This design comes from an exercise in tuning for small area, a short achievable clock period and few clock cycles per item on the open sky130 flow, not from production work.
In this exercise RTL edits were held to simulation tests only and were not proved equivalent to the original.
Power is estimated from default activity; no workload was simulated.

## flow/design.v (module list and top-level ports; edited modules follow where they fit)
// module mac_s: 345 lines
// module mac_u: 345 lines
// module mac_r: 345 lines
// module net_16_16_8_4_16_1_8: 234 lines
module net_16_16_8_4_16_1_8(clk, reset, input_valid, input_ready, input_data, output_valid, output_ready, output_data);
  // ...
==> flow/flow/run.sh <==
#!/bin/bash
# Standard ORFS layout (the standard.sh), with timing repair aimed at a tighter
# setup target than the 10 ns clock: repair_timing treats paths with less than
# SETUP_SLACK_MARGIN ns of slack as violations. Constraints (SDC) are unchanged.
set -o pipefail
MARGIN=$(cat flow/margin.txt 2>/dev/null || echo 6.4)
bash standard.sh SETUP_SLACK_MARGIN=$MARGIN finish 2>&1 | tee flow_make.log
==> flow/flow/margin.txt <==
6.6
==> flow/standard.sh <==
#!/bin/bash
# synth_recipe.tcl (not shown) runs the flow's synth.tcl, then flattens the netlist and writes it again
# the make line also repeats each setting of config.mk as NAME=value (left out here)
make -C /OpenROAD-flow-scripts/flow DESIGN_CONFIG=/design/flow/config.mk WORK_HOME=/design/flow/orfs CLKGATE_MAP_FILE= SYNTH_SCRIPT=/design/flow/synth_recipe.tcl "${@:-finish}"
==> flow/config.mk <==
export PLATFORM = sky130hd
export DESIGN_NAME = net_16_16_8_4_16_1_8
export DESIGN_NICKNAME = net_16_16_8_4_16_1_8
export VERILOG_FILES = /design/flow/design.v
export SDC_FILE = /design/flow/constraint.sdc
export NUM_CORES = 4
export LEC_CHECK = 0
export ABC_AREA = 1
export CAP_MARGIN = 20
export CORE_MARGIN = 2
export CORE_UTILIZATION = 40
export CTS_CLUSTER_DIAMETER = 100
export CTS_CLUSTER_SIZE = 30
export SLEW_MARGIN = 20
==> flow/constraint.sdc <==
create_clock -name core_clock -period 10.0 [get_ports {clk}]
set_input_delay 2.0000 -clock core_clock [delete_from_list [all_inputs] [get_ports {clk}]]
set_output_delay 2.0000 -clock core_clock [all_outputs]
set_load 0.01 [all_outputs]
==> results by group, run 1 <==
Run status
  – Status: no timing/DRC/antenna violations

Clock tree
  – Cts repair resizes: 152
  – Htree depth: 4
  – CTS Buf Count: 137
  – Clock buffer depth: 4

STA
  – Setup slack after layout: 6401 ps
  – Final Hold Viols: 0
  – Worst hold margin: 402.7 ps

Hold path
  – Hold EP: done2

Synth
  – Adder-cell share of the synthesized area: 24.18%
  – Distinct cells, synth: 49
  – Synth Instances: 19.39k
  – Mean Syn Cell Area: 8.898 sq um
  – Post-synth EDFFs: 284
  – Largest family of logic cells by synthesized area: adder cells
  – Syn nets: 22.04k
  – Post-synthesis register bit count: 2871

Floorplan
  – Core Area: 0.4303 sq mm
  – Chip Height: 660.8 microns

Finish
  – FILL cells: 42.05k
  – Sequential Area: 0.06035 sq mm
  – Top reg by flops: x2buf
  – Top class by area: multi-input gates
  – Buffering overhead: 1.341%
  – Layout clock area frac: 2.507%
  – Multi-input logic area: 0.09844 sq mm
  – Non-clock buffer count: 291

Global routing
  – Largest net degree at the start of global routing: 88
  – Initial antenna violation count: 17
  – First-pass GRT wire length: 745700 microns

Drt
  – DR WL met2: 225900 microns

Setup path
  – Kind of critical path: flop to output port
  – FF-to-FF Start: x1[6]
Testbench counts, summed over its fixed seeds: cycles 3,456, vectors 192.
==> inputs of run 2 (changes only) <==
==> flow/flow/margin.txt (replaced) <==
6.8
==> run 2 against run 1 <==
Critical path depth unchanged. First-iteration DRC count up 1.1%. Clock power down 0.7%. Setup slack lost 22 ps. Still clean on timing, DRC and antenna. Largest power group unchanged. Sequential power hardly changed. Wire length decreased by 0.88%. Via count grew 0.44%. Largest cell class unchanged.
==> results by group, run 2 <==
Floorplan
  – Die width: 660.8 microns (unchanged)
  – Die area: 0.4366 sq mm (unchanged)
  – Starting density of the core: 40.10% (unchanged)
  – I/O pin count: 38 (unchanged)
  – Chip Height: 660.8 microns (unchanged)
  – Core Area: 0.4303 sq mm (unchanged)
  – FP Rows: 241 (unchanged)

Finish
  – FILL cells: 41.98k (was 42.05k)
  – Layout area overhead: 8.008% (was 6.937%)
  – Max FFs per register: 256 (unchanged)
  – Most frequent cells in the layout: nand2_1 (3287), inv_1 (2920), dfxtp_1 (2564) (was nand2_1 (3390), inv_1 (2942), dfxtp_1 (2575))
  – Leading cell type in the layout, fill and taps excluded: nand2_1 (unchanged)
  – Regs by FF count: x2buf x256, x3buf x128, ob x60 (unchanged)
  – Fraction of layout cells with a size suffix above 1: 5.804% (was 4.246%)
  – Top reg by flops: x2buf (unchanged)
  – Nets: 21.60k (was 21.54k)
  – Finished Cell Area: 0.1864 sq mm (was 0.1845 sq mm)

Hold path
  – Hold_sp: x2buf[9][4] (was l2p)
  – Hold EP: x2buf[8][4] (was done2)
  – Hold path depth: 2 (unchanged)
  – Hold crit path type: flop to flop (unchanged)

Clock tree
  – TritonCTS clock tree: yes (unchanged)
  – CTS Buf Count: 138 (was 137)
  – Hold-fix buffers, CTS: 0 (unchanged)
  – Clock sink count: 2871 (unchanged)
  – CTS Root Cell: clkbuf_16 (unchanged)
  – Clock buffer depth: 4 (unchanged)
  – Htree depth: 4 (unchanged)
  – Clock latency (worst-skew pair): 950 ps (was 960 ps)
  – CTS clk-pin slew, worst paths: 120 ps (about the same)

Run status
  – Status: no timing/DRC/antenna violations (unchanged)

Setup path
  – Crit path cell chain: buf_2 (unchanged)
  – Worst Path Buf+Inv: 1 (unchanged)
  – Startpoint Class: flop (unchanged)
  – Worst Path Max Fanout: 1 (unchanged)
  – Worst R2R Path Depth: 6 (was 9)
  – Worst EP arrival: 1620 ps (was 1600 ps)
  – Worst R2R Setup Slack: 6840 ps (was 6630 ps)
  – Element type at the critical path end: output port (unchanged)
  – Worst EP required: 8000 ps (about the same)
  – Slowest cell delay on critical path: 490 ps (about the same)
  – Kind of critical path: flop to output port (unchanged)
  – CP max-delay cell: edfxtp_1 (unchanged)
  – RR Endpoint: m1_0_k[6] (was m1_4.ca[8])
  – Worst path top cell family by delay: flip-flops (unchanged)
  – FF-to-FF Start: col1[0] (was x1[6])

STA
  – Max_slew headroom: 23.03% (was 21.84%)
  – Setup violators final: 0 (unchanged)
  – Setup TNS: 0 ps (unchanged)
  – Final Skew: 61.15 ps (was 78.37 ps)
  – Fin crit share: 36.20% (was 35.99%)
  – Slew @ Worst Pin: 1153 ps (was 1171 ps)
  – Fin. max-slew vios: 0 (unchanged)
  – Fin crit period: 3620 ps (was 3599 ps)
  – Fmax: 0.2762 GHz (was 0.2779 GHz)
  – RSZ-0062 raised after global routing: true (unchanged)
  – Final Hold Viols: 0 (unchanged)

Synth
  – Asr flop ratio synth: 0% (unchanged)
  – Post-synthesis register bit count: 2871 (unchanged)
  – Synth top area cells: dfxtp_1 (30%), fa_1 (14%), ha_1 (11%) (unchanged)
  – Most frequent cell after synthesis: nand2_1 (unchanged)
  – Synth top area share: 30.01% (unchanged)
  – Cell accounting for the most synthesized area: dfxtp_1 (unchanged)
  – Commonest cells in the netlist: nand2_1 (3458), inv_1 (2950), dfxtp_1 (2587) (unchanged)
  – Synthesized area: 0.1725 sq mm (unchanged)
  – Synth Instances: 19.39k (unchanged)
  – Post-synth EDFFs: 284 (unchanged)
  – Syn. warnings: 10 (unchanged)
  – Ys flop type: dfxtp_1 (unchanged)
  – Sequential element share of the synthesized area: 34.96% (unchanged)
  – Distinct cells, synth: 49 (unchanged)
  – Syn nets: 22.04k (unchanged)
  – Mean Syn Cell Area: 8.898 sq um (unchanged)

Placement
  – Final HPWL DP: 345600 microns (was 350000 microns)
  – GPL Wtd Cong: 0.9614 (was 0.9698)
  – Placed inst area: 0.1771 sq mm (about the same)
  – Port Buffers: 36 (unchanged)

Global routing
  – Initial antenna violation count: 11 (was 17)
  – Overall routing resource usage: 21.75% (was 21.73%)
  – First-pass GRT wire length: 746400 microns (was 745700 microns)
  – Largest net degree at the start of global routing: 132 (was 88)
  – Vias in the first global route: 127.0k (was 126.0k)
  – Grt total ovfl: 0 (unchanged)

Drt
  – Post-route ant nets: 0 (unchanged)
  – DRT iter0 DRCs: 9784 (was 9678)
  – DRC Markers: 0 (unchanged)
  – Via/cell ratio: 5.165 (was 5.152)
  – First-pass detailed-route iteration total: 6 (was 8)
  – WL/cell: 19.65 microns (was 19.86 microns)
  – Total Wirelength: 486300 microns (was 490600 microns)
  – Via count: 127.8k (was 127.3k)

Power and ir drop
  – Power Dens Cells: 228.1 mW/mm^2 (was 229.5 mW/mm^2)
  – Worst VDD drop: 167.6 uV (was 257.3 uV)
  – P_leak: 90.18 nW (was 89.70 nW)

Run
  – Max-cap violations: 0 (unchanged)
==> run 2: cell count changes in the layout (fill, tap and decap cells not counted), sizes merged <==
cell / change
bufbuf: -2
clkinv: +4
nand2: +1
buf: +46
bufinv: -2
diode: -6
inv: -2
clkbuf: +6
clkinvlp: -3
nand3: +7
==> run 2: final cells by class <==
class	instances	area [sq um]	share of cell area [%]
Multi-Input combinational cell	12583	99740	53.52
Sequential cell	2871	60360	32.39
Inverter	3015	11550	6.198
Tap cell	5710	7144	3.834
Clock buffer	169	3716	1.994
Timing Repair Buffer	337	2952	1.584
Clock inverter	64	887.1	0.4760
Antenna cell	3	7.507	0.004028
==> run 2: kinds of logic (layout without fill, tap and decap cells) <==
logic type	count (synthesis)	after routing	synth area share (%)
adders and majority gates	2632	2632	24.18
and+or+nand+nor	4823	4865	11.01
other	1	4	0.002173
buffers and inverters	3980	3585	8.829
DFF	2871	2871	34.96
xor gates and xnor gates	2143	2143	10.88
AOI/OAI and AO/OA	2942	2942	10.14
==> run 2: routing by layer <==
metal  global-route usage, %  up-vias  part of all wire (%)  wire [microns]
li1                        -    60971                     -               -
met4                   8.814        8                   4.3           21110
met1                   28.72    62335                    43          210900
met5                       0        -                 0.012              57
met3                   2.349      825                   5.3           25760
met2                   36.36     3695                    47          228400
==> run 2: through the flow <==
stage / setup slack (ps) / utilization (%) / power [mW] / std cells / hold WS (ps)
floorplan: 6802 / - / 30.00 / 19392 / 329.0
global placement: 6067 / 41.17 / 34.03 / 24289 / 384.0
detailed placement: 6065 / 41.17 / 34.63 / 24289 / 391.5
CTS: 6307 / 42.66 / 42.19 / 24636 / 393.2
global route: 6320 / 43.31 / 46.35 / 24750 / 412.4
finish: 6380 / 43.31 / 42.51 / 24752 / 393.6
==> run 2: where the power goes <==
group          switching [mW]  internal [mW]  total, mW
Combinational            10.8           7.84       18.7
Clock                    4.28           2.88       7.17
Sequential               2.06           14.6       16.7
Total                    17.2           25.3       42.5
==> run 2: tightest hold or removal path, stage by stage (launching register included) <==
cell,delay (ps)
dfxtp_1,320
nand2_1,60
nand2_1,50
==> run 2: timing repair <==
action                     4_1_cts  5_1_grt
gates cloned                    19       23
pin swaps                       73      120
setup buffers                   95       90
setup endpoints to repair     1223      984
resized for setup              325      488
==> run 2: worst max-delay path by stage <==
stage                 from              end  slack, ps  cells after the start
2_1_floorplan  input_valid              rdy       6800                     10
5_1_grt           ob[0][1]   output_data[1]       6320                      1
3_3_place_gp        x1[15]     m1_11.ca[15]       6070                     10
3_5_place_dp        x1[15]     m1_11.ca[15]       6070                     10
4_1_cts           ob[0][1]   output_data[1]       6310                      1
6_report         ob[0][13]  output_data[13]       6380                      1
==> inputs of run 3 (changes only) <==
==> flow/flow/margin.txt (replaced) <==
6.7
--- a/flow/config.mk
+++ b/flow/config.mk
@@ -10,5 +10,5 @@
 export CORE_MARGIN = 2
 export CORE_UTILIZATION = 40
 export CTS_CLUSTER_DIAMETER = 100
-export CTS_CLUSTER_SIZE = 30
+export CTS_CLUSTER_SIZE = 20
 export SLEW_MARGIN = 20
==> run 3 against run 2 <==
Hold slack got worse by 0.95 ps. Clock skew up 3.5 ps. Clock power is 4.6% higher.
==> results by group, run 3 <==
Run status
  – Status: no timing/DRC/antenna violations (unchanged)

Setup path
  – Worst Path Buf+Inv: 1 (unchanged)
  – Critical path launch point: ob[0][14] (was ob[0][13])
  – Worst R2R Path Depth: 4 (was 6)
  – Worst R2R Setup Slack: 6760 ps (was 6840 ps)
  – Startpoint Class: flop (unchanged)
  – FF-to-FF Start: col2[0] (was col1[0])
  – RR Endpoint: m2_1_k[9] (was m1_0_k[6])
  – Crit path capture: output_data[14] (was output_data[13])
  – Kind of critical path: flop to output port (unchanged)
  – Worst EP required: 8000 ps (about the same)
  – Crit path cell chain: buf_2 (unchanged)
  – CP max-delay cell: edfxtp_1 (unchanged)
  – Slowest cell delay on critical path: 480 ps (was 490 ps)
  – Worst path top cell family by delay: flip-flops (unchanged)
  – Instance count on the critical path: 1 (unchanged)
  – Element type at the critical path end: output port (unchanged)
  – Worst EP arrival: 1580 ps (was 1620 ps)
  – Worst Path Max Fanout: 1 (unchanged)

Global routing
  – Grt total ovfl: 0 (unchanged)
  – Met2 Track Usage GR: 36.12% (was 36.36%)
  – Overall routing resource usage: 21.66% (was 21.75%)
  – Largest net degree at the start of global routing: 113 (was 132)
  – Routing usage on met1: 28.59% (was 28.72%)
  – Vias in the first global route: 126.2k (was 127.0k)
  – Initial antenna violation count: 11 (unchanged)
  – Met3 Track Usage GR: 2.692% (was 2.349%)
  – Top Usage Layer GRT: met2 (unchanged)
  – First-pass GRT wire length: 744300 microns (was 746400 microns)

Drt
  – First-pass detailed-route iteration total: 6 (unchanged)
  – WL/cell: 19.73 microns (was 19.65 microns)
  – Via/cell ratio: 5.166 (was 5.165)
  – DRC Markers: 0 (unchanged)
  – Post-route ant nets: 0 (unchanged)
  – Total Wirelength: 488000 microns (was 486300 microns)
  – Via count: 127.8k (about the same)
  – DRT iter0 DRCs: 9910 (was 9784)

Synth
  – Cell accounting for the most synthesized area: dfxtp_1 (unchanged)
  – Synth Area in Simple Gates: 11.01% (unchanged)
  – Post-synth EDFFs: 284 (unchanged)
  – Sequential element share of the synthesized area: 34.96% (unchanged)
  – Largest family of logic cells by synthesized area: adder cells (unchanged)
  – Asr flop ratio synth: 0% (unchanged)
  – Distinct cells, synth: 49 (unchanged)
  – Ys flop type: dfxtp_1 (unchanged)
  – Mean Syn Cell Area: 8.898 sq um (unchanged)
  – Compound-Gate Fraction of Synth Area: 10.14% (unchanged)
  – Xor and xnor area share after synthesis: 10.88% (unchanged)
  – Commonest cells in the netlist: nand2_1 (3458), inv_1 (2950), dfxtp_1 (2587) (unchanged)
  – Fraction of synthesized area in multiplexers: 0% (unchanged)
  – Synth Instances: 19.39k (unchanged)
  – Most frequent cell after synthesis: nand2_1 (unchanged)
  – Synthesized area: 0.1725 sq mm (unchanged)
  – Adder-cell share of the synthesized area: 24.18% (unchanged)
  – Syn nets: 22.04k (unchanged)
  – Synth top area cells: dfxtp_1 (30%), fa_1 (14%), ha_1 (11%) (unchanged)
  – Synth top area share: 30.01% (unchanged)
  – Syn. warnings: 10 (unchanged)
  – Post-synthesis register bit count: 2871 (unchanged)

STA
  – Final Hold Viols: 0 (unchanged)
  – Slew @ Worst Pin: 1124 ps (was 1153 ps)
  – Setup violators final: 0 (unchanged)
  – Fin. max-slew vios: 0 (unchanged)
  – Max_slew headroom: 24.27% (was 23.03%)
  – Fmax: 0.2796 GHz (was 0.2762 GHz)
  – RSZ-0062 raised after global routing: true (unchanged)
  – Fin crit period: 3576 ps (was 3620 ps)
  – Setup TNS: 0 ps (unchanged)
  – Fin crit share: 35.76% (was 36.20%)
  – Final Skew: 64.62 ps (was 61.15 ps)

Clock tree
  – TritonCTS clock tree: yes (unchanged)
  – Clock sink count: 2871 (unchanged)
  – CTS Buf Count: 170 (was 138)
  – CTS clk-pin slew, worst paths: 80 ps (was 120 ps)
  – Clock latency (worst-skew pair): 970 ps (was 950 ps)
  – Clock buffer depth: 4 (unchanged)
  – Hold-fix buffers, CTS: 0 (unchanged)
  – CTS Root Cell: clkbuf_16 (unchanged)
  – Htree depth: 4 (unchanged)

Floorplan
  – FP Rows: 241 (unchanged)
  – Die width: 660.8 microns (unchanged)
  – Die area: 0.4366 sq mm (unchanged)
  – Starting density of the core: 40.10% (unchanged)
  – Chip Height: 660.8 microns (unchanged)
  – Core Area: 0.4303 sq mm (unchanged)
  – I/O pin count: 38 (unchanged)

Power and ir drop
  – P_leak: 90.14 nW (was 90.18 nW)
  – Power Dens Cells: 229.6 mW/mm^2 (was 228.1 mW/mm^2)
  – Worst VDD drop: 175.0 uV (was 167.6 uV)

Finish
  – Leading cell type in the layout, fill and taps excluded: nand2_1 (unchanged)
  – Max FFs per register: 256 (unchanged)
  – Most frequent cells in the layout: nand2_1 (3357), inv_1 (2939), dfxtp_1 (2572) (was nand2_1 (3287), inv_1 (2920), dfxtp_1 (2564))
  – Layout area overhead: 7.635% (was 8.008%)
  – Fraction of layout cells with a size suffix above 1: 4.816% (was 5.804%)
  – Final core utilization: 43.16% (was 43.31%)
  – Nets: 21.61k (was 21.60k)
  – Top reg by flops: x2buf (unchanged)
  – Non-filler cells, final: 24.74k (was 24.75k)
  – Regs by FF count: x2buf x256, x3buf x128, ob x60 (unchanged)

Hold path
  – Hold path depth: 2 (unchanged)
  – Hold crit path type: flop to flop (unchanged)

Placement
  – Inst Count DP: 24.28k (was 24.29k)
  – Port Buffers: 36 (unchanged)
  – Final HPWL DP: 347600 microns (was 345600 microns)
  – GPL Wtd Cong: 0.9543 (was 0.9614)

Run
  – Max-cap violations: 0 (unchanged)
-- run 3: layout make-up --
type                    instances  area [sq um]
multi-input cells           12582         99050
fillers                     42008        244600
flip-flops and latches       2871         60350
well taps                    5710          7144
clock inverters                25         421.7
diodes                          7         17.52
inverters                    3015         11480
clock buffers                 215          4539
repair inverters                3         15.01
repair buffers                310          2701
-- run 3: how the worst min path moves through the flow --
stage,startpoint,endpoint,slack (ps)
floorplan,m1_0_k[3],m1_0.ca[2],330
global placement,f1m,f1p,380
detailed placement,f1m,f1p,380
CTS,f1m,f1p,400
global route,l2x,l2m,420
finish,f2x,f2m,390
-- run 3: repair_timing --
action,CTS,global route
setup endpoints to repair,998,972
setup buffers,21,140
resized for setup,210,366
pin swaps,14,130
cloned,3,41
-- run 3: cell families after synthesis --
kind of cell,count (synthesis)
simple gates,4823
buf+inv,3980
compound gates,2942
flops,2871
fa+ha+maj,2632
xor+xnor,2143
other cells,1
-- run 3: layer usage --
metal / vias up / part of all wire [%] / wire [microns]
met1: 62099 / 43 / 211500
met4: 8 / 4.3 / 21000
met2: 3868 / 47 / 227000
li1: 60975 / - / -
met5: - / 0.012 / 58
met3: 848 / 5.8 / 28360
-- run 3: metrics by stage --
stage               total power [mW]  setup WS, ps  hold slack, ps  instance area, sq um
finish                         42.65          6424           392.6                185700
detailed placement             34.70          6125           382.4                177100
global route                   46.58          6366           415.7                185700
floorplan                      30.00          6752           329.0                172600
CTS                            42.32          6338           395.9                182700
global placement               34.09          6082           381.0                177100
-- run 3: power by group --
group	internal, mW	switching, mW	total (mW)	leakage, nW
combinational	7.71	10.8	18.5	63.7
sequential	14.6	2.02	16.6	24.1
clock	3.37	4.13	7.50	2.40
==> module net_16_16_8_4_16_1_8, before the edit <==
module net_16_16_8_4_16_1_8(clk, reset, input_valid, input_ready, input_data, output_valid, output_ready, output_data);
input clk, reset, input_valid, output_ready;
input signed [15:0] input_data;
output signed [15:0] output_data;
output output_valid, input_ready;
reg [3:0] col1;
reg rdy;
assign input_ready = rdy;
wire in_fire = input_valid & rdy;
reg [15:0] x1;
reg f1x, l1x, f1m, l1m, f1p, l1p, done1;
reg [15:0] x2buf [0:15];    
reg x2full; reg [3:0] col2;
reg [15:0] x2;
reg f2x, l2x, f2m, l2m, f2p, l2p, done2;
reg [15:0] x3buf [0:7];
reg x3full; reg [3:0] i3; reg run3;
reg [15:0] x3;
reg f3x, l3x, f3m, l3m, f3p, l3p, done3;
reg [15:0] ob [0:3];
reg [3:0] ov;
reg res3;    
assign output_data = ob[0];
assign output_valid = ov[0];
wire out_fire = ov[0] & output_ready;
wire ob_empty = ~ov[0];
wire [15:0] acc1 [0:15];
wire [15:0] acc2 [0:7];
wire [15:0] acc3 [0:3];    
wire l3_pending = l3x | l3m | l3p | done3;
wire fin3 = done3 | res3;
wire unload3 = fin3 & ob_empty;
wire start3 = x3full & ~run3 & ~res3 & (~l3_pending | ob_empty);
wire issue3 = run3 | start3;
wire x3_free4 = ~x3full | (run3 & (i3 >= 4'd11));
wire issue2 = x2full & ((col2 != 4'd15) | x3_free4);
wire x2_free5 = ~x2full | ((col2 >= 4'd10) & (~x3full | (run3 & (({1'b0, i3} + 5'd4) >= {1'b0, col2}))));
wire [3:0] col1_n = col1 + {3'd0, in_fire};
wire [15:0] x2sel = x2buf[0];
wire [15:0] x3sel = x3buf[i3[3:1]];
always @(posedge clk) begin
  x1 <= in_fire ? input_data : 16'd0;
  f1x <= in_fire & (col1 == 4'd0); l1x <= in_fire & (col1 == 4'd15);
  f1m <= f1x; l1m <= l1x; f1p <= f1m; l1p <= l1m;
  x2 <= issue2 ? {1'b0, x2sel[14:0] & {15{~x2sel[15]}}} : 16'd0;
  f2x <= issue2 & (col2 == 4'd0); l2x <= issue2 & (col2 == 4'd15);
  f2m <= f2x; l2m <= l2x; f2p <= f2m; l2p <= l2m;
  x3 <= issue3 ? {1'b0, x3sel[14:0] & {15{~x3sel[15]}}} : 16'd0;
  f3x <= issue3 & (i3[3:1] == 3'd0); l3x <= issue3 & (i3 == 4'd15);
  f3m <= f3x; l3m <= l3x; f3p <= f3m; l3p <= l3m;
  if (reset) begin
    col1 <= 4'd0; rdy <= 1'b1;
    f1x <= 1'b0; l1x <= 1'b0; f1m <= 1'b0; l1m <= 1'b0; f1p <= 1'b0; l1p <= 1'b0; done1 <= 1'b0;
    x2full <= 1'b0; col2 <= 4'd0;
    f2x <= 1'b0; l2x <= 1'b0; f2m <= 1'b0; l2m <= 1'b0; f2p <= 1'b0; l2p <= 1'b0; done2 <= 1'b0;
    x3full <= 1'b0; i3 <= 4'd0; run3 <= 1'b0; res3 <= 1'b0;
    f3x <= 1'b0; l3x <= 1'b0; f3m <= 1'b0; l3m <= 1'b0; f3p <= 1'b0; l3p <= 1'b0; done3 <= 1'b0;
    ov <= 4'd0;
  end else begin
    col1 <= col1_n;
    rdy <= (col1_n != 4'd15) | x2_free5;
    done1 <= l1p;
    if (issue2) col2 <= col2 + 4'd1;
    if (done1) x2full <= 1'b1; else if (issue2 & (col2 == 4'd15)) x2full <= 1'b0;
    done2 <= l2p;
    if (issue3) i3 <= i3 + 4'd1;
    if (start3) run3 <= 1'b1; else if (i3 == 4'd15) run3 <= 1'b0;
    if (done2) x3full <= 1'b1; else if (issue3 & (i3 == 4'd15)) x3full <= 1'b0;
    done3 <= l3p;
    res3 <= fin3 & ~ob_empty;
    if (unload3) ov <= 4'b1111; else if (out_fire) ov <= {1'b0, ov[3:1]};
  end
end
always @(posedge clk) begin
  if (done1) begin
    x2buf[0] <= acc1[0];
    x2buf[1] <= acc1[1];
    x2buf[2] <= acc1[2];
    x2buf[3] <= acc1[3];
    x2buf[4] <= acc1[4];
    x2buf[5] <= acc1[5];
    x2buf[6] <= acc1[6];
    x2buf[7] <= acc1[7];
    x2buf[8] <= acc1[8];
    x2buf[9] <= acc1[9];
    x2buf[10] <= acc1[10];
    x2buf[11] <= acc1[11];
    x2buf[12] <= acc1[12];
    x2buf[13] <= acc1[13];
    x2buf[14] <= acc1[14];
    x2buf[15] <= acc1[15];
  end else begin
    if (issue2) x2buf[0] <= x2buf[1];
    x2buf[1] <= x2buf[2];
    x2buf[2] <= x2buf[3];
    x2buf[3] <= x2buf[4];
    x2buf[4] <= x2buf[5];
    x2buf[5] <= x2buf[6];
    x2buf[6] <= x2buf[7];
    x2buf[7] <= x2buf[8];
    x2buf[8] <= x2buf[9];
    x2buf[9] <= x2buf[10];
    x2buf[10] <= x2buf[11];
    x2buf[11] <= x2buf[12];
    x2buf[12] <= x2buf[13];
    x2buf[13] <= x2buf[14];
    x2buf[14] <= x2buf[15];
  end
  if (done2) begin
    x3buf[0] <= acc2[0];
    x3buf[1] <= acc2[1];
    x3buf[2] <= acc2[2];
    x3buf[3] <= acc2[3];
    x3buf[4] <= acc2[4];
    x3buf[5] <= acc2[5];
    x3buf[6] <= acc2[6];
    x3buf[7] <= acc2[7];
  end
  if (unload3) begin
    ob[0] <= {1'b0, acc3[0][14:0] & {15{~acc3[0][15]}}};
    ob[1] <= {1'b0, acc3[1][14:0] & {15{~acc3[1][15]}}};
    ob[2] <= {1'b0, acc3[2][14:0] & {15{~acc3[2][15]}}};
    ob[3] <= {1'b0, acc3[3][14:0] & {15{~acc3[3][15]}}};
  end else if (out_fire) begin
    ob[0] <= ob[1];
    ob[1] <= ob[2];
    ob[2] <= ob[3];
  end
end
localparam [191:0] m1_0_T = 192'h482142625a9b6959426050dd41a6e54289630188286aa8e5;
reg [11:0] m1_0_k;
always @(posedge clk) m1_0_k <= m1_0_T[col1*12 +: 12];
mac_s m1_0 (.clk(clk), .x(x1), .code(m1_0_k), .fp(f1p), .acc(acc1[0]));
localparam [191:0] m1_1_T = 192'h828a13942a9871bb286134d012a0da4a842a563828413080;
reg [11:0] m1_1_k;
always @(posedge clk) m1_1_k <= m1_1_T[col1*12 +: 12];
mac_s m1_1 (.clk(clk), .x(x1), .code(m1_1_k), .fp(f1p), .acc(acc1[1]));
localparam [191:0] m1_2_T = 192'ha00b036e5803aa341b75569b48341369811aaa8000a12152;
reg [11:0] m1_2_k;
always @(posedge clk) m1_2_k <= m1_2_T[col1*12 +: 12];
mac_s m1_2 (.clk(clk), .x(x1), .code(m1_2_k), .fp(f1p), .acc(acc1[2]));
localparam [191:0] m1_3_T = 192'h4124a54e88da71a11a4906a3a9571b6230c0a238e809a695;
reg [11:0] m1_3_k;
always @(posedge clk) m1_3_k <= m1_3_T[col1*12 +: 12];
mac_s m1_3 (.clk(clk), .x(x1), .code(m1_3_k), .fp(f1p), .acc(acc1[3]));
localparam [191:0] m1_4_T = 192'h1038e54054d56836957404a3550753963085818a020024a3;
reg [11:0] m1_4_k;
always @(posedge clk) m1_4_k <= m1_4_T[col1*12 +: 12];
mac_s m1_4 (.clk(clk), .x(x1), .code(m1_4_k), .fp(f1p), .acc(acc1[4]));
localparam [191:0] m1_5_T = 192'h1050d5aa8690612a9255572a4134c27034c061261341ab28;
reg [11:0] m1_5_k;
always @(posedge clk) m1_5_k <= m1_5_T[col1*12 +: 12];
mac_s m1_5 (.clk(clk), .x(x1), .code(m1_5_k), .fp(f1p), .acc(acc1[5]));
localparam [191:0] m1_6_T = 192'h6054826ea1184eaaa54001530006984aaa83752a851400a8;
reg [11:0] m1_6_k;
always @(posedge clk) m1_6_k <= m1_6_T[col1*12 +: 12];
mac_s m1_6 (.clk(clk), .x(x1), .code(m1_6_k), .fp(f1p), .acc(acc1[6]));
localparam [191:0] m1_7_T = 192'h4254906e55404dd4c2a986da0a3a83518a8049db1a41a02a;
reg [11:0] m1_7_k;
always @(posedge clk) m1_7_k <= m1_7_T[col1*12 +: 12];
mac_s m1_7 (.clk(clk), .x(x1), .code(m1_7_k), .fp(f1p), .acc(acc1[7]));
localparam [191:0] m1_8_T = 192'h1524804dd4a38dd09381daaa4aa4a88d0b1a750105528015;
reg [11:0] m1_8_k;
always @(posedge clk) m1_8_k <= m1_8_T[col1*12 +: 12];
mac_s m1_8 (.clk(clk), .x(x1), .code(m1_8_k), .fp(f1p), .acc(acc1[8]));
localparam [191:0] m1_9_T = 192'h6a8753a104e31289555524d549baa37405280d56da400763;
reg [11:0] m1_9_k;
always @(posedge clk) m1_9_k <= m1_9_T[col1*12 +: 12];
mac_s m1_9 (.clk(clk), .x(x1), .code(m1_9_k), .fp(f1p), .acc(acc1[9]));
localparam [191:0] m1_10_T = 192'ha024e84236a36dd955005b284d24e5163a2315349d015698;
reg [11:0] m1_10_k;
always @(posedge clk) m1_10_k <= m1_10_T[col1*12 +: 12];
mac_s m1_10 (.clk(clk), .x(x1), .code(m1_10_k), .fp(f1p), .acc(acc1[10]));
localparam [191:0] m1_11_T = 192'h96562a8c551b4e351a49b4dd81db186808dd1536d2083092;
reg [11:0] m1_11_k;
always @(posedge clk) m1_11_k <= m1_11_T[col1*12 +: 12];
mac_s m1_11 (.clk(clk), .x(x1), .code(m1_11_k), .fp(f1p), .acc(acc1[11]));
localparam [191:0] m1_12_T = 192'h6d5aaa68381da9a4030828dd0286834850c30c04004a3a90;
reg [11:0] m1_12_k;
always @(posedge clk) m1_12_k <= m1_12_T[col1*12 +: 12];
mac_s m1_12 (.clk(clk), .x(x1), .code(m1_12_k), .fp(f1p), .acc(acc1[12]));
localparam [191:0] m1_13_T = 192'hd00d55034854024dd4038c0542552542085728493400505;
reg [11:0] m1_13_k;
always @(posedge clk) m1_13_k <= m1_13_T[col1*12 +: 12];
mac_s m1_13 (.clk(clk), .x(x1), .code(m1_13_k), .fp(f1p), .acc(acc1[13]));
localparam [191:0] m1_14_T = 192'ha234e3680755aa5b057550dd6a86157656c0a9b8d56000e3;
reg [11:0] m1_14_k;
always @(posedge clk) m1_14_k <= m1_14_T[col1*12 +: 12];
mac_s m1_14 (.clk(clk), .x(x1), .code(m1_14_k), .fp(f1p), .acc(acc1[14]));
localparam [191:0] m1_15_T = 192'hb1d8d351baa3093a254d80d00eaa930c58e34c0a234028d5;
reg [11:0] m1_15_k;
always @(posedge clk) m1_15_k <= m1_15_T[col1*12 +: 12];
mac_s m1_15 (.clk(clk), .x(x1), .code(m1_15_k), .fp(f1p), .acc(acc1[15]));
localparam [191:0] m2_0_T = 192'h1a7180954d268341b8e849d0d361db1d6d3a80410a150a5;
reg [11:0] m2_0_k;
always @(posedge clk) m2_0_k <= m2_0_T[col2*12 +: 12];
mac_u m2_0 (.clk(clk), .x(x2), .code(m2_0_k), .fp(f2p), .acc(acc2[0]));
localparam [191:0] m2_1_T = 192'h9b4d30d2aa568255540541341b69a6829406136838e381d;
reg [11:0] m2_1_k;
always @(posedge clk) m2_1_k <= m2_1_T[col2*12 +: 12];
mac_u m2_1 (.clk(clk), .x(x2), .code(m2_1_k), .fp(f2p), .acc(acc2[1]));
localparam [191:0] m2_2_T = 192'h9261811b4da4808ea4100c261a0a8a956a36d308241ab28;
reg [11:0] m2_2_k;
always @(posedge clk) m2_2_k <= m2_2_T[col2*12 +: 12];
mac_u m2_2 (.clk(clk), .x(x2), .code(m2_2_k), .fp(f2p), .acc(acc2[2]));
localparam [191:0] m2_3_T = 192'h858c050515015295349b4d04839657039636934d8082103;
reg [11:0] m2_3_k;
always @(posedge clk) m2_3_k <= m2_3_T[col2*12 +: 12];
mac_u m2_3 (.clk(clk), .x(x2), .code(m2_3_k), .fp(f2p), .acc(acc2[3]));
localparam [191:0] m2_4_T = 192'h6a38c094295251a61b02301d4806109406d895280369081d;
reg [11:0] m2_4_k;
always @(posedge clk) m2_4_k <= m2_4_T[col2*12 +: 12];
mac_u m2_4 (.clk(clk), .x(x2), .code(m2_4_k), .fp(f2p), .acc(acc2[4]));
localparam [191:0] m2_5_T = 192'h6134c3a0061a1058d58d5083a12718a8214201841d0dd685;
reg [11:0] m2_5_k;
always @(posedge clk) m2_5_k <= m2_5_T[col2*12 +: 12];
mac_u m2_5 (.clk(clk), .x(x2), .code(m2_5_k), .fp(f2p), .acc(acc2[5]));
localparam [191:0] m2_6_T = 192'h16569d11a4dd8184050256c042580541b0804924806c261d;
reg [11:0] m2_6_k;
always @(posedge clk) m2_6_k <= m2_6_T[col2*12 +: 12];
mac_u m2_6 (.clk(clk), .x(x2), .code(m2_6_k), .fp(f2p), .acc(acc2[6]));
localparam [191:0] m2_7_T = 192'h4286a80134ea41a69209a0c34d349a6d38e551a75209b412;
reg [11:0] m2_7_k;
always @(posedge clk) m2_7_k <= m2_7_T[col2*12 +: 12];
mac_u m2_7 (.clk(clk), .x(x2), .code(m2_7_k), .fp(f2p), .acc(acc2[7]));
localparam [191:0] m3_0_T = 192'h5550d801a002b03612a850d8a124d84ea08282a11d69d8d5;
reg [11:0] m3_0_k;
always @(posedge clk) m3_0_k <= m3_0_T[i3*12 +: 12];
mac_r m3_0 (.clk(clk), .x(x3), .code(m3_0_k), .fp(f3p), .en(~(fin3 & ~ob_empty)), .acc(acc3[1]), .acc2(acc3[0]));
localparam [191:0] m3_1_T = 192'ha9aaa501baa81637538ea6230ea6db71872809a41da250db;
reg [11:0] m3_1_k;
always @(posedge clk) m3_1_k <= m3_1_T[i3*12 +: 12];
mac_r m3_1 (.clk(clk), .x(x3), .code(m3_1_k), .fp(f3p), .en(~(fin3 & ~ob_empty)), .acc(acc3[3]), .acc2(acc3[2]));
endmodule
==> inputs of run 4 (changes only) <==
--- a/flow/design.v
+++ b/flow/design.v
@@ -1162,69 +1162,55 @@
     ob[2] <= ob[3];
   end
 end
-localparam [191:0] m1_0_T = 192'h482142625a9b6959426050dd41a6e54289630188286aa8e5;
+reg [15:0] oh1;    
+always @(posedge clk) if (reset) oh1 <= 16'd1; else if (in_fire) oh1 <= {oh1[14:0], oh1[15]};
 reg [11:0] m1_0_k;
-always @(posedge clk) m1_0_k <= m1_0_T[col1*12 +: 12];
+always @(posedge clk) m1_0_k <= {|(oh1 & 16'h1415), |(oh1 & 16'haae2), |(oh1 & 16'h3a42), |(oh1 & 16'h4410), |(oh1 & 16'h9943), |(oh1 & 16'h4551), |(oh1 & 16'h2077), |(oh1 & 16'h1988), |(oh1 & 16'h11ae), |(oh1 & 16'h2b41), |(oh1 & 16'hd492), |(oh1 & 16'h3b51)};
 mac_s m1_0 (.clk(clk), .x(x1), .code(m1_0_k), .fp(f1p), .acc(acc1[0]));
-localparam [191:0] m1_1_T = 192'h828a13942a9871bb286134d012a0da4a842a563828413080;
 reg [11:0] m1_1_k;
-always @(posedge clk) m1_1_k <= m1_1_T[col1*12 +: 12];
+always @(posedge clk) m1_1_k <= {|(oh1 & 16'hf404), |(oh1 & 16'h0b3a), |(oh1 & 16'h5e00), |(oh1 & 16'h2c88), |(oh1 & 16'h1161), |(oh1 & 16'h2148), |(oh1 & 16'h84bc), |(oh1 & 16'h5b42), |(oh1 & 16'h9cf4), |(oh1 & 16'h0000), |(oh1 & 16'h6ada), |(oh1 & 16'h4a0a)};
 mac_s m1_1 (.clk(clk), .x(x1), .code(m1_1_k), .fp(f1p), .acc(acc1[1]));
-localparam [191:0] m1_2_T = 192'ha00b036e5803aa341b75569b48341369811aaa8000a12152;
 reg [11:0] m1_2_k;
-always @(posedge clk) m1_2_k <= m1_2_T[col1*12 +: 12];
+always @(posedge clk) m1_2_k <= {|(oh1 & 16'hd80a), |(oh1 & 16'h27e0), |(oh1 & 16'heb2a), |(oh1 & 16'h4211), |(oh1 & 16'h29a8), |(oh1 & 16'h2201), |(oh1 & 16'h2808), |(oh1 & 16'h0773), |(oh1 & 16'h0538), |(oh1 & 16'h2200), |(oh1 & 16'h5dd3), |(oh1 & 16'h7fc0)};
 mac_s m1_2 (.clk(clk), .x(x1), .code(m1_2_k), .fp(f1p), .acc(acc1[2]));
-localparam [191:0] m1_3_T = 192'h4124a54e88da71a11a4906a3a9571b6230c0a238e809a695;
 reg [11:0] m1_3_k;
-always @(posedge clk) m1_3_k <= m1_3_T[col1*12 +: 12];
+always @(posedge clk) m1_3_k <= {|(oh1 & 16'h108c), |(oh1 & 16'heb61), |(oh1 & 16'h09e9), |(oh1 & 16'h0c40), |(oh1 & 16'h7397), |(oh1 & 16'h3014), |(oh1 & 16'h612c), |(oh1 & 16'h9ec3), |(oh1 & 16'h3c46), |(oh1 & 16'h4081), |(oh1 & 16'h9d6a), |(oh1 & 16'h41e9)};
 mac_s m1_3 (.clk(clk), .x(x1), .code(m1_3_k), .fp(f1p), .acc(acc1[3]));
-localparam [191:0] m1_4_T = 192'h1038e54054d56836957404a3550753963085818a020024a3;
 reg [11:0] m1_4_k;
-always @(posedge clk) m1_4_k <= m1_4_T[col1*12 +: 12];
+always @(posedge clk) m1_4_k <= {|(oh1 & 16'h402c), |(oh1 & 16'h3fc1), |(oh1 & 16'h0e44), |(oh1 & 16'h82e0), |(oh1 & 16'h5d11), |(oh1 & 16'h52e0), |(oh1 & 16'h4121), |(oh1 & 16'h14c8), |(oh1 & 16'h0008), |(oh1 & 16'h7410), |(oh1 & 16'h8967), |(oh1 & 16'hfd71)};
 mac_s m1_4 (.clk(clk), .x(x1), .code(m1_4_k), .fp(f1p), .acc(acc1[4]));
-localparam [191:0] m1_5_T = 192'h1050d5aa8690612a9255572a4134c27034c061261341ab28;
 reg [11:0] m1_5_k;
-always @(posedge clk) m1_5_k <= m1_5_T[col1*12 +: 12];
+always @(posedge clk) m1_5_k <= {|(oh1 & 16'h2401), |(oh1 & 16'h1bfe), |(oh1 & 16'h3d2d), |(oh1 & 16'h8321), |(oh1 & 16'h7450), |(oh1 & 16'h4250), |(oh1 & 16'h2101), |(oh1 & 16'h5e8e), |(oh1 & 16'h2103), |(oh1 & 16'hc200), |(oh1 & 16'h0dee), |(oh1 & 16'hc2a4)};
 mac_s m1_5 (.clk(clk), .x(x1), .code(m1_5_k), .fp(f1p), .acc(acc1[5]));
-localparam [191:0] m1_6_T = 192'h6054826ea1184eaaa54001530006984aaa83752a851400a8;
 reg [11:0] m1_6_k;
-always @(posedge clk) m1_6_k <= m1_6_T[col1*12 +: 12];
+always @(posedge clk) m1_6_k <= {|(oh1 & 16'h0414), |(oh1 & 16'hea68), |(oh1 & 16'ha45c), |(oh1 & 16'h110a), |(oh1 & 16'h6c75), |(oh1 & 16'h290a), |(oh1 & 16'h2c21), |(oh1 & 16'h1148), |(oh1 & 16'h3861), |(oh1 & 16'h8404), |(oh1 & 16'h6938), |(oh1 & 16'h8514)};
 mac_s m1_6 (.clk(clk), .x(x1), .code(m1_6_k), .fp(f1p), .acc(acc1[6]));
-localparam [191:0] m1_7_T = 192'h4254906e55404dd4c2a986da0a3a83518a8049db1a41a02a;
 reg [11:0] m1_7_k;
-always @(posedge clk) m1_7_k <= m1_7_T[col1*12 +: 12];
+always @(posedge clk) m1_7_k <= {|(oh1 & 16'h0254), |(oh1 & 16'hfd2a), |(oh1 & 16'h2354), |(oh1 & 16'h1024), |(oh1 & 16'h6fd8), |(oh1 & 16'h3d00), |(oh1 & 16'ha081), |(oh1 & 16'h4b2e), |(oh1 & 16'h0b2f), |(oh1 & 16'ha808), |(oh1 & 16'h05c7), |(oh1 & 16'ha8c8)};
 mac_s m1_7 (.clk(clk), .x(x1), .code(m1_7_k), .fp(f1p), .acc(acc1[7]));
-localparam [191:0] m1_8_T = 192'h1524804dd4a38dd09381daaa4aa4a88d0b1a750105528015;
 reg [11:0] m1_8_k;
-always @(posedge clk) m1_8_k <= m1_8_T[col1*12 +: 12];
+always @(posedge clk) m1_8_k <= {|(oh1 & 16'h0b30), |(oh1 & 16'h70ca), |(oh1 & 16'h0118), |(oh1 & 16'h801e), |(oh1 & 16'h7de0), |(oh1 & 16'ha828), |(oh1 & 16'h11c2), |(oh1 & 16'hae39), |(oh1 & 16'h2bd2), |(oh1 & 16'h2a05), |(oh1 & 16'h9590), |(oh1 & 16'h3e05)};
 mac_s m1_8 (.clk(clk), .x(x1), .code(m1_8_k), .fp(f1p), .acc(acc1[8]));
-localparam [191:0] m1_9_T = 192'h6a8753a104e31289555524d549baa37405280d56da400763;
 reg [11:0] m1_9_k;
-always @(posedge clk) m1_9_k <= m1_9_T[col1*12 +: 12];
+always @(posedge clk) m1_9_k <= {|(oh1 & 16'h2440), |(oh1 & 16'hd3b7), |(oh1 & 16'he065), |(oh1 & 16'h4e31), |(oh1 & 16'h91cc), |(oh1 & 16'h572d), |(oh1 & 16'h9851), |(oh1 & 16'h678c), |(oh1 & 16'h8894), |(oh1 & 16'h0508), |(oh1 & 16'h52c5), |(oh1 & 16'h55c9)};
 mac_s m1_9 (.clk(clk), .x(x1), .code(m1_9_k), .fp(f1p), .acc(acc1[9]));
-localparam [191:0] m1_10_T = 192'ha024e84236a36dd955005b284d24e5163a2315349d015698;
 reg [11:0] m1_10_k;
-always @(posedge clk) m1_10_k <= m1_10_T[col1*12 +: 12];
+always @(posedge clk) m1_10_k <= {|(oh1 & 16'h8510), |(oh1 & 16'h78c5), |(oh1 & 16'h9911), |(oh1 & 16'h0528), |(oh1 & 16'h58c5), |(oh1 & 16'h4ce8), |(oh1 & 16'h7170), |(oh1 & 16'h0c8f), |(oh1 & 16'h4905), |(oh1 & 16'h0e46), |(oh1 & 16'hb0b8), |(oh1 & 16'h3e7e)};
 mac_s m1_10 (.clk(clk), .x(x1), .code(m1_10_k), .fp(f1p), .acc(acc1[10]));
-localparam [191:0] m1_11_T = 192'h96562a8c551b4e351a49b4dd81db186808dd1536d2083092;
 reg [11:0] m1_11_k;
-always @(posedge clk) m1_11_k <= m1_11_T[col1*12 +: 12];
+always @(posedge clk) m1_11_k <= {|(oh1 & 16'ha0d0), |(oh1 & 16'h5f24), |(oh1 & 16'h4064), |(oh1 & 16'h9448), |(oh1 & 16'h2b37), |(oh1 & 16'ha91c), |(oh1 & 16'hc800), |(oh1 & 16'h17dd), |(oh1 & 16'h57d0), |(oh1 & 16'ha190), |(oh1 & 16'h5e0f), |(oh1 & 16'hbb9a)};
 mac_s m1_11 (.clk(clk), .x(x1), .code(m1_11_k), .fp(f1p), .acc(acc1[11]));
-localparam [191:0] m1_12_T = 192'h6d5aaa68381da9a4030828dd0286834850c30c04004a3a90;
 reg [11:0] m1_12_k;
-always @(posedge clk) m1_12_k <= m1_12_T[col1*12 +: 12];
+always @(posedge clk) m1_12_k <= {|(oh1 & 16'h5901), |(oh1 & 16'ha466), |(oh1 & 16'he841), |(oh1 & 16'h0000), |(oh1 & 16'heb7b), |(oh1 & 16'h8118), |(oh1 & 16'h4082), |(oh1 & 16'h9901), |(oh1 & 16'h5980), |(oh1 & 16'h9120), |(oh1 & 16'h6e52), |(oh1 & 16'hb572)};
 mac_s m1_12 (.clk(clk), .x(x1), .code(m1_12_k), .fp(f1p), .acc(acc1[12]));
-localparam [191:0] m1_13_T = 192'hd00d55034854024dd4038c0542552542085728493400505;
 reg [11:0] m1_13_k;
-always @(posedge clk) m1_13_k <= m1_13_T[col1*12 +: 12];
+always @(posedge clk) m1_13_k <= {|(oh1 & 16'h0100), |(oh1 & 16'h3eef), |(oh1 & 16'h0008), |(oh1 & 16'h20e9), |(oh1 & 16'hd514), |(oh1 & 16'hc5e0), |(oh1 & 16'h0008), |(oh1 & 16'hc444), |(oh1 & 16'h0408), |(oh1 & 16'h5411), |(oh1 & 16'h2ae4), |(oh1 & 16'h7615)};
 mac_s m1_13 (.clk(clk), .x(x1), .code(m1_13_k), .fp(f1p), .acc(acc1[13]));
-localparam [191:0] m1_14_T = 192'ha234e3680755aa5b057550dd6a86157656c0a9b8d56000e3;
 reg [11:0] m1_14_k;
-always @(posedge clk) m1_14_k <= m1_14_T[col1*12 +: 12];
+always @(posedge clk) m1_14_k <= {|(oh1 & 16'h8c0c), |(oh1 & 16'h72f2), |(oh1 & 16'hbefa), |(oh1 & 16'h1620), |(oh1 & 16'h699d), |(oh1 & 16'h5335), |(oh1 & 16'hc8a1), |(oh1 & 16'h134c), |(oh1 & 16'h0188), |(oh1 & 16'h1f64), |(oh1 & 16'hc009), |(oh1 & 16'hdf6d)};
 mac_s m1_14 (.clk(clk), .x(x1), .code(m1_14_k), .fp(f1p), .acc(acc1[14]));
-localparam [191:0] m1_15_T = 192'hb1d8d351baa3093a254d80d00eaa930c58e34c0a234028d5;
 reg [11:0] m1_15_k;
-always @(posedge clk) m1_15_k <= m1_15_T[col1*12 +: 12];
+always @(posedge clk) m1_15_k <= {|(oh1 & 16'hd455), |(oh1 & 16'h220a), |(oh1 & 16'h9444), |(oh1 & 16'ha000), |(oh1 & 16'h5bf9), |(oh1 & 16'h43b9), |(oh1 & 16'h1494), |(oh1 & 16'heb41), |(oh1 & 16'ha280), |(oh1 & 16'h8421), |(oh1 & 16'h78d6), |(oh1 & 16'hfc75)};
 mac_s m1_15 (.clk(clk), .x(x1), .code(m1_15_k), .fp(f1p), .acc(acc1[15]));
 localparam [191:0] m2_0_T = 192'h1a7180954d268341b8e849d0d361db1d6d3a80410a150a5;
 reg [11:0] m2_0_k;
==> run 4 against run 3 <==
Maximum frequency rose by 0.99%. Synthesized area rose by 0.19%. Sequential power rose by 2%. Critical path type unchanged. Critical endpoint is now output_data[0].
==> results by group, run 4 <==
Run status
  – Status: no timing/DRC/antenna violations (unchanged)

Clock tree
  – CTS Root Cell: clkbuf_16 (unchanged)
  – Clock sink count: 2887 (was 2871)
  – TritonCTS clock tree: yes (unchanged)
  – Clock latency (worst-skew pair): 930 ps (was 970 ps)
  – Clock buffer depth: 4 (unchanged)
  – Htree depth: 4 (unchanged)
  – CTS clk-pin slew, worst paths: 90 ps (was 80 ps)
  – CTS Buf Count: 172 (was 170)

Setup path
  – Worst R2R Setup Slack: 6720 ps (was 6760 ps)
  – RR Endpoint: m2_4.ca[14] (was m2_1_k[9])
  – Element type at the critical path end: output port (unchanged)
  – Worst EP required: 8000 ps (about the same)
  – Worst Path Buf+Inv: 1 (unchanged)
  – Critical path launch point: ob[0][0] (was ob[0][14])
  – Slowest cell delay on critical path: 460 ps (was 480 ps)
  – Instance count on the critical path: 1 (unchanged)
  – Worst EP arrival: 1540 ps (was 1580 ps)
  – CP max-delay cell: edfxtp_1 (unchanged)
  – Worst path top cell family by delay: flip-flops (unchanged)
  – Worst R2R Path Depth: 9 (was 4)
  – Crit path cell chain: buf_6 (was buf_2)
  – Crit path capture: output_data[0] (was output_data[14])
  – FF-to-FF Start: x2[11] (was col2[0])
  – Kind of critical path: flop to output port (unchanged)
  – Startpoint Class: flop (unchanged)
  – Worst Path Max Fanout: 1 (unchanged)

Drt
  – Via count: 127.4k (was 127.8k)
  – First-pass detailed-route iteration total: 8 (was 6)
  – WL/cell: 19.58 microns (was 19.73 microns)
  – Post-route ant nets: 0 (unchanged)
  – Total Wirelength: 482300 microns (was 488000 microns)
  – DRC Markers: 0 (unchanged)
  – DRT iter0 DRCs: 9856 (was 9910)
  – Via/cell ratio: 5.172 (was 5.166)

STA
  – Setup violators final: 0 (unchanged)
  – Final Skew: 62.08 ps (was 64.62 ps)
  – Max_slew headroom: 20.75% (was 24.27%)
  – Fin. max-slew vios: 0 (unchanged)
  – Final Hold Viols: 0 (unchanged)
  – Fin crit share: 35.41% (was 35.76%)
  – RSZ-0062 raised after global routing: true (unchanged)
  – Setup TNS: 0 ps (unchanged)
  – Fin crit period: 3541 ps (was 3576 ps)
  – Fmax: 0.2824 GHz (was 0.2796 GHz)
  – Slew @ Worst Pin: 1187 ps (was 1124 ps)

Synth
  – Commonest cells in the netlist: nand2_1 (3351), inv_1 (2910), dfxtp_1 (2603) (was nand2_1 (3458), inv_1 (2950), dfxtp_1 (2587))
  – Synth Instances: 19.33k (was 19.39k)
  – Syn nets: 21.96k (was 22.04k)
  – Synth top area share: 30.14% (was 30.01%)
  – Synthesized area: 0.1729 sq mm (was 0.1725 sq mm)
  – Mean Syn Cell Area: 8.945 sq um (was 8.898 sq um)
  – Cell accounting for the most synthesized area: dfxtp_1 (unchanged)
  – Post-synth EDFFs: 284 (unchanged)
  – Distinct cells, synth: 55 (was 49)
  – Synth top area cells: dfxtp_1 (30%), fa_1 (14%), ha_1 (10%) (was dfxtp_1 (30%), fa_1 (14%), ha_1 (11%))
  – Asr flop ratio synth: 0% (unchanged)
  – Syn. warnings: 10 (unchanged)
  – Post-synthesis register bit count: 2887 (was 2871)
  – Most frequent cell after synthesis: nand2_1 (unchanged)
  – Ys flop type: dfxtp_1 (unchanged)
  – Sequential element share of the synthesized area: 35.07% (was 34.96%)

Placement
  – Port Buffers: 36 (unchanged)
  – Final HPWL DP: 340900 microns (was 347600 microns)
  – GPL Wtd Cong: 0.9567 (was 0.9543)

Global routing
  – Overall routing resource usage: 21.41% (was 21.66%)
  – Largest net degree at the start of global routing: 92 (was 113)
  – Grt total ovfl: 0 (unchanged)
  – Vias in the first global route: 125.9k (was 126.2k)
  – First-pass GRT wire length: 736800 microns (was 744300 microns)
  – Initial antenna violation count: 13 (was 11)

Power and ir drop
  – Combinational power share: 46.1% (was 43.4%)
  – Sw Pwr: 18.60 mW (was 16.96 mW)
  – Cell internal pwr: 26.89 mW (was 25.69 mW)
  – Sw Share: 40.89% (was 39.76%)
  – Power Dens Cells: 245.2 mW/mm^2 (was 229.6 mW/mm^2)
  – Seq pwr share: 37.4% (was 39.0%)
  – Total design power: 45.49 mW (was 42.65 mW)
  – Worst VDD drop: 162.1 uV (was 175.0 uV)
  – P_leak: 89.46 nW (was 90.14 nW)
  – Clk pwr share: 16.5% (was 17.6%)

Floorplan
  – Die width: 661.4 microns (was 660.8 microns)
  – Core Area: 0.4306 sq mm (was 0.4303 sq mm)
  – Starting density of the core: 40.15% (was 40.10%)
  – FP Rows: 241 (unchanged)
  – Die area: 0.4375 sq mm (was 0.4366 sq mm)
  – Chip Height: 661.4 microns (was 660.8 microns)
  – I/O pin count: 38 (unchanged)

Finish
  – Fraction of layout cells with a size suffix above 1: 4.964% (was 4.816%)
  – Most frequent cells in the layout: nand2_1 (3220), inv_1 (2889), dfxtp_1 (2585) (was nand2_1 (3357), inv_1 (2939), dfxtp_1 (2572))
  – Leading cell type in the layout, fill and taps excluded: nand2_1 (unchanged)
  – Nets: 21.49k (was 21.61k)
  – Top reg by flops: x2buf (unchanged)
  – Max FFs per register: 256 (unchanged)
  – Regs by FF count: x2buf x256, x3buf x128, ob x60 (unchanged)
  – Layout area overhead: 7.304% (was 7.635%)

Hold path
  – Hold crit path type: flop to flop (unchanged)

Run
  – Max-cap violations: 0 (unchanged)
==> run 4: cell types whose count changed after synthesis, moves of 21 or more <==
cell	before	now
buf_1	223	150
inv_1	2950	2910
o21ai_0	557	512
buf_2	214	341
nor2_1	856	877
buf_4	1	31
nand2_1	3458	3351
clkbuf_1	524	451
nand3_1	300	374
==> run 4: worst min-delay path by stage <==
| stage | start | endpoint | slack [ps] | cells after the start |
|---|---|---|---|---|
| floorplan | m1_0_k[3] | m1_0.ca[2] | 330 | 0 |
| global placement | l2p | done2 | 380 | 2 |
| detailed placement | l2p | done2 | 390 | 2 |
| CTS | f2m | f2p | 360 | 2 |
| global route | f2m | f2p | 380 | 2 |
| finish | f2m | f2p | 360 | 2 |
==> run 4: layer usage <==
layer	vias up	global-route usage, %	part of all wire [%]
met5	-	0	0.0068
met4	6	9.997	5.3
met3	950	2.430	5.5
met2	3779	35.76	47
met1	61911	27.68	42
li1	60761	-	-
==> run 4: through the flow <==
| stage | worst slack, ps | utilization (%) | area [sq um] | hold slack, ps | cells |
|---|---|---|---|---|---|
| 2_1_floorplan | 6821 | - | 172900 | 325.8 | 19327 |
| 3_3_place_gp | 5221 | 41.11 | 177000 | 384.9 | 24199 |
| 3_5_place_dp | 5259 | 41.11 | 177000 | 385.1 | 24199 |
| 4_1_cts | 6354 | 42.49 | 182900 | 355.6 | 24484 |
| 5_1_grt | 6368 | 43.08 | 185500 | 383.2 | 24628 |
| 6_report | 6459 | 43.08 | 185500 | 364.1 | 24633 |
==> run 4: cells by family (layout without fill, tap and decap cells) <==
kind of cell / Yosys count / count (layout) / share of synthesized area, %
xor gates and xnor gates: 2144 / 2144 / 10.86
other: 1 / 7 / 0.002169
adders and majority gates: 2616 / 2616 / 24.02
AOI/OAI and AO/OA: 2876 / 2876 / 9.947
muxes: 1 / 1 / 0.005790
DFF: 2887 / 2887 / 35.07
and+or+nand+nor: 4842 / 4881 / 11.14
buffers and inverters: 3960 / 3511 / 8.948
==> run 4: power by group through the flow <==
stage	Clock [mW]	Combinational (mW)	Sequential, mW
floorplan	0	15.7	16.3
global placement	0	19.5	17.2
detailed placement	0	20.1	17.3
CTS	7.71	20.5	17.0
global route	8.11	24.4	17.3
finish	7.52	21.0	17.0
==> run 4: repair_timing <==
item / in CTS / in global routing
pin swaps: 30 / 110
cloned: 7 / 36
setup buffers: 39 / 107
hold buffers: 0 / 0
endpoints found under the setup margin: 944 / 987
gates resized for setup: 249 / 383
==> run 4: cell type report <==
type,count,area [sq um]
clock buffer,214,4493
sequential,2887,60670
antenna,6,15.01
tap,5710,7144
multi-input combinational,12519,98820
timing repair buffer,289,2557
clock inverter,25,444.2
fill,42174,245100
timing repair inverter,4,22.52
inverter,2979,11340
==> run 4: tightest hold or removal path, cell delays in order, from the launching register on <==
cell and delay [ps]:
dfxtp_1 300, inv_1 40, nor2_1 30
Testbench counts of run 4, summed over its fixed seeds: cycles 3,456, vectors 192.
==> inputs of run 5 (changes only) <==
--- a/flow/design.v
+++ b/flow/design.v
@@ -1151,6 +1151,7 @@
     x3buf[6] <= acc2[6];
     x3buf[7] <= acc2[7];
   end
+  if (reset) ob[0] <= 16'd0; else
   if (unload3) begin
     ob[0] <= {1'b0, acc3[0][14:0] & {15{~acc3[0][15]}}};
     ob[1] <= {1'b0, acc3[1][14:0] & {15{~acc3[1][15]}}};
==> run 5 against run 4 <==
Critical path depth stayed put. Still clean. Sequential power hardly changed. Maximum frequency rose by 0.80%. Combinational power hardly changed. Clock-buffer cell count up 1. Clock power down 0.8%. First-iteration DRC count decreased by 6.4%. Synthesized area decreased by 0.14%. Total power decreased by 0.25%. Largest power group unchanged. Sequential share of layout area is 0.063 points lower.
==> results by group, run 5 <==
Drt
  – Via count: 126.5k (was 127.4k)
  – WL/cell: 19.82 microns (was 19.58 microns)
  – DRC Markers: 0 (unchanged)
  – Total Wirelength: 488500 microns (was 482300 microns)
  – Via/cell ratio: 5.135 (was 5.172)
  – DRT iter0 DRCs: 9226 (was 9856)
  – First-pass detailed-route iteration total: 7 (was 8)
  – Post-route ant nets: 0 (unchanged)

Synth
  – Asr flop ratio synth: 0% (unchanged)
  – Synth Area in Simple Gates: 11.24% (was 11.14%)
  – Ys flop type: dfxtp_1 (unchanged)
  – Fraction of synthesized area in multiplexers: 0% (was 0.005790%)
  – Compound-Gate Fraction of Synth Area: 9.947% (about the same)
  – Sequential element share of the synthesized area: 35.04% (was 35.07%)
  – Syn. warnings: 10 (unchanged)
  – Largest family of logic cells by synthesized area: adder cells (unchanged)
  – Most frequent cell after synthesis: nand2_1 (unchanged)
  – Mean Syn Cell Area: 8.934 sq um (was 8.945 sq um)
  – Synth top area share: 30.36% (was 30.14%)
  – Synth Instances: 19.33k (about the same)
  – Synthesized area: 0.1726 sq mm (was 0.1729 sq mm)
  – Commonest cells in the netlist: nand2_1 (3385), inv_1 (2888), dfxtp_1 (2618) (was nand2_1 (3351), inv_1 (2910), dfxtp_1 (2603))
  – Adder-cell share of the synthesized area: 24.05% (was 24.02%)
  – Post-synth EDFFs: 269 (was 284)
  – Distinct cells, synth: 49 (was 55)
  – Xor and xnor area share after synthesis: 10.89% (was 10.86%)
  – Synth top area cells: dfxtp_1 (30%), fa_1 (14%), ha_1 (10%) (unchanged)
  – Syn nets: 21.96k (about the same)
  – Post-synthesis register bit count: 2887 (unchanged)
  – Cell accounting for the most synthesized area: dfxtp_1 (unchanged)

Finish
  – Top reg by flops: x2buf (unchanged)
  – Finished Cell Area: 0.1856 sq mm (was 0.1855 sq mm)
  – Leading cell type in the layout, fill and taps excluded: nand2_1 (unchanged)
  – Nets: 21.49k (about the same)
  – Fraction of layout cells with a size suffix above 1: 4.943% (was 4.964%)
  – Final core utilization: 43.13% (was 43.08%)
  – Max FFs per register: 256 (unchanged)
  – Regs by FF count: x2buf x256, x3buf x128, ob x60 (unchanged)
  – FILL cells: 41.99k (was 42.17k)
  – Most frequent cells in the layout: nand2_1 (3272), inv_1 (2870), dfxtp_1 (2589) (was nand2_1 (3220), inv_1 (2889), dfxtp_1 (2585))
  – Layout area overhead: 7.490% (was 7.304%)
  – Non-filler cells, final: 24.64k (was 24.63k)

STA
  – Fin. max-slew vios: 0 (unchanged)
  – Worst hold margin: 378.0 ps (was 364.1 ps)
  – Fin crit period: 3513 ps (was 3541 ps)
  – Max_slew headroom: 25.83% (was 20.75%)
  – Setup violators final: 0 (unchanged)
  – Slew @ Worst Pin: 1111 ps (was 1187 ps)
  – Final Skew: 47.14 ps (was 62.08 ps)
  – Final Hold Viols: 0 (unchanged)
  – Setup slack after layout: 6487 ps (was 6459 ps)
  – Fin crit share: 35.13% (was 35.41%)
  – Setup TNS: 0 ps (unchanged)
  – Fmax: 0.2846 GHz (was 0.2824 GHz)
  – RSZ-0062 raised after global routing: true (unchanged)

Power and ir drop
  – Combinational power share: 46.2% (was 46.1%)
  – Total design power: 45.38 mW (was 45.49 mW)
  – Clk pwr share: 16.4% (was 16.5%)
  – Power Dens Cells: 244.5 mW/mm^2 (was 245.2 mW/mm^2)
  – P_leak: 89.47 nW (was 89.46 nW)
  – Worst VDD drop: 206.8 uV (was 162.1 uV)
  – Cell internal pwr: 26.83 mW (was 26.89 mW)
  – Sw Share: 40.87% (was 40.89%)
  – Seq pwr share: 37.4% (about the same)
  – Sw Pwr: 18.55 mW (was 18.60 mW)

Setup path
  – Worst Path Max Fanout: 2 (was 1)
  – Crit path cell chain: buf_6 (unchanged)
  – Slowest cell delay on critical path: 440 ps (was 460 ps)
  – Worst EP arrival: 1510 ps (was 1540 ps)
  – Worst EP required: 8000 ps (about the same)
  – Worst Path Buf+Inv: 1 (unchanged)
  – CP max-delay cell: dfxtp_4 (was edfxtp_1)
  – Worst path top cell family by delay: flip-flops (unchanged)
  – Kind of critical path: flop to output port (unchanged)
  – Element type at the critical path end: output port (unchanged)
  – Startpoint Class: flop (unchanged)

Placement
  – GPL Wtd Cong: 0.9582 (was 0.9567)
  – Port Buffers: 36 (unchanged)
  – Placement Setup Slack: 5516 ps (was 5259 ps)
  – Final HPWL DP: 346600 microns (was 340900 microns)
  – Inst Count DP: 24.22k (was 24.20k)
  – Placed inst area: 0.1770 sq mm (about the same)

Floorplan
  – Chip Height: 661.0 microns (was 661.4 microns)
  – FP Rows: 241 (unchanged)
  – Die area: 0.4369 sq mm (was 0.4375 sq mm)
  – Core Area: 0.4303 sq mm (was 0.4306 sq mm)
  – Die width: 661.0 microns (was 661.4 microns)
  – I/O pin count: 38 (unchanged)
  – Starting density of the core: 40.12% (was 40.15%)

Hold path
  – Hold crit path type: flop to flop (unchanged)

Clock tree
  – Clock latency (worst-skew pair): 940 ps (was 930 ps)
  – Clock sink count: 2887 (unchanged)
  – CTS Root Cell: clkbuf_16 (unchanged)
  – CTS Buf Count: 172 (unchanged)
  – Clock buffer depth: 4 (unchanged)
  – TritonCTS clock tree: yes (unchanged)
  – CTS clk-pin slew, worst paths: 90 ps (about the same)
  – Htree depth: 4 (unchanged)

Global routing
  – First-pass GRT wire length: 739500 microns (was 736800 microns)
  – Initial antenna violation count: 23 (was 13)
  – Largest net degree at the start of global routing: 158 (was 92)
  – Grt total ovfl: 0 (unchanged)
  – Overall routing resource usage: 21.58% (was 21.41%)
  – Vias in the first global route: 124.5k (was 125.9k)

Run
  – Max-cap violations: 0 (unchanged)

Run status
  – Status: no timing/DRC/antenna violations (unchanged)
[run 5: layout make-up]
class                           instances  area [sq um]  area share (%)
Multi-Input combinational cell      12546         99040           53.37
Sequential cell                      2887         60580           32.64
Inverter                             2954         11260           6.068
Tap cell                             5710          7144           3.850
Clock buffer                          215          4558           2.456
Timing Repair Buffer                  287          2609           1.406
Clock inverter                         24         327.8          0.1766
Antenna cell                           18         45.04         0.02427
Timing Repair inverter                  3         15.01        0.008091
[run 5: routing by layer]
layer	vias up	global-route usage, %	part of all wire [%]
met2	3730	35.25	46
met1	61117	28.72	44
met4	4	9.843	5.0
li1	60826	-	-
met5	-	0	0.0055
met3	862	2.346	5.4
[run 5: cell families (layout without fill, tap and decap cells)]
logic type | count (synthesis) | count (layout)
xor+xnor | 2146 | 2146
buf+inv | 3930 | 3483
flops | 2887 | 2887
other cells | 1 | 19
fa+ha+maj | 2616 | 2616
compound gates | 2870 | 2870
simple gates | 4875 | 4913
[run 5: repair_timing]
action                                  4_1_cts  5_1_grt
endpoints found under the setup margin      912      958
gates resized for setup                     285      391
pin swaps                                    25      111
hold buffers                                  0        0
cloned                                        5       38
buffers inserted                             28      100
[run 5: power groups by stage]
stage	Sequential [mW]	Combinational, mW	Clock [mW]
2_1_floorplan	16.3	15.8	0
3_3_place_gp	17.2	19.6	0
3_5_place_dp	17.2	20.1	0
4_1_cts	16.9	20.4	7.67
5_1_grt	17.3	24.5	8.04
6_report	17.0	21.0	7.46
[run 5: final timing paths]
| path | startpoint | slack (ps) | cells past startpoint | end |
|---|---|---|---|---|
| min reg2reg | l2m | 380 | 2 | l2p |
| min | l2m | 380 | 2 | l2p |
| max reg2reg | x1[0] | 6720 | 7 | m1_6.ca[7] |
| max | rdy | 6490 | 1 | input_ready |
[run 5: worst register-to-register path, stage by stage (launching register included)]
cell,delay (ps)
dfxtp_4,700
clkinv_2,460
buf_4,460
o22ai_1,290
xor2_1,260
fa_1,460
inv_1,90
fa_1,430
Testbench counts of run 5, summed over its fixed seeds: cycles 3,456, vectors 192.

==> what the ideal ports hide <==
The results above use ideal ports. As a check the final layouts listed here were re-extracted and re-timed, cells and wires unchanged.
Step 1, drivers: a clkbuf_16 drives clk and a buf_2 each remaining input, both assumed.
Step 2 moves the port delays by t, midway between the first and last clock arrival at a register: inputs arrive t later, outputs are due t later. That takes back most of the time a late clock gives input paths.
a / b / c = ideal ports / drivers / drivers and shift; a / b = the first two.
run | t (ns) | setup slack, ns | worst hold slack (ns) | worst data-port slew with drivers (ns)
run 1 | 1.034 | 6.401 / 6.285 / 6.022 | 0.403 / 0.403 / 0.403 | 0.05
run 2 | 1.038 | 6.380 / 6.259 / 6.122 | 0.394 / 0.394 / 0.394 | 0.05
run 3 | 1.038 | 6.424 / 6.306 / 6.085 | 0.393 / 0.393 / 0.393 | 0.07
run 4 | 1.019 | 6.459 / 6.339 / 5.871 | 0.364 / 0.364 / 0.364 | 0.08
run 5 | 1.019 | 6.487 / 6.372 / 5.879 | 0.378 / 0.378 / 0.378 | 0.09
After both steps setup and hold are still met in every run listed. For run 5, which loses most, drivers alone change the setup slack by -0.115 ns; drivers and shift together by -0.608 ns.
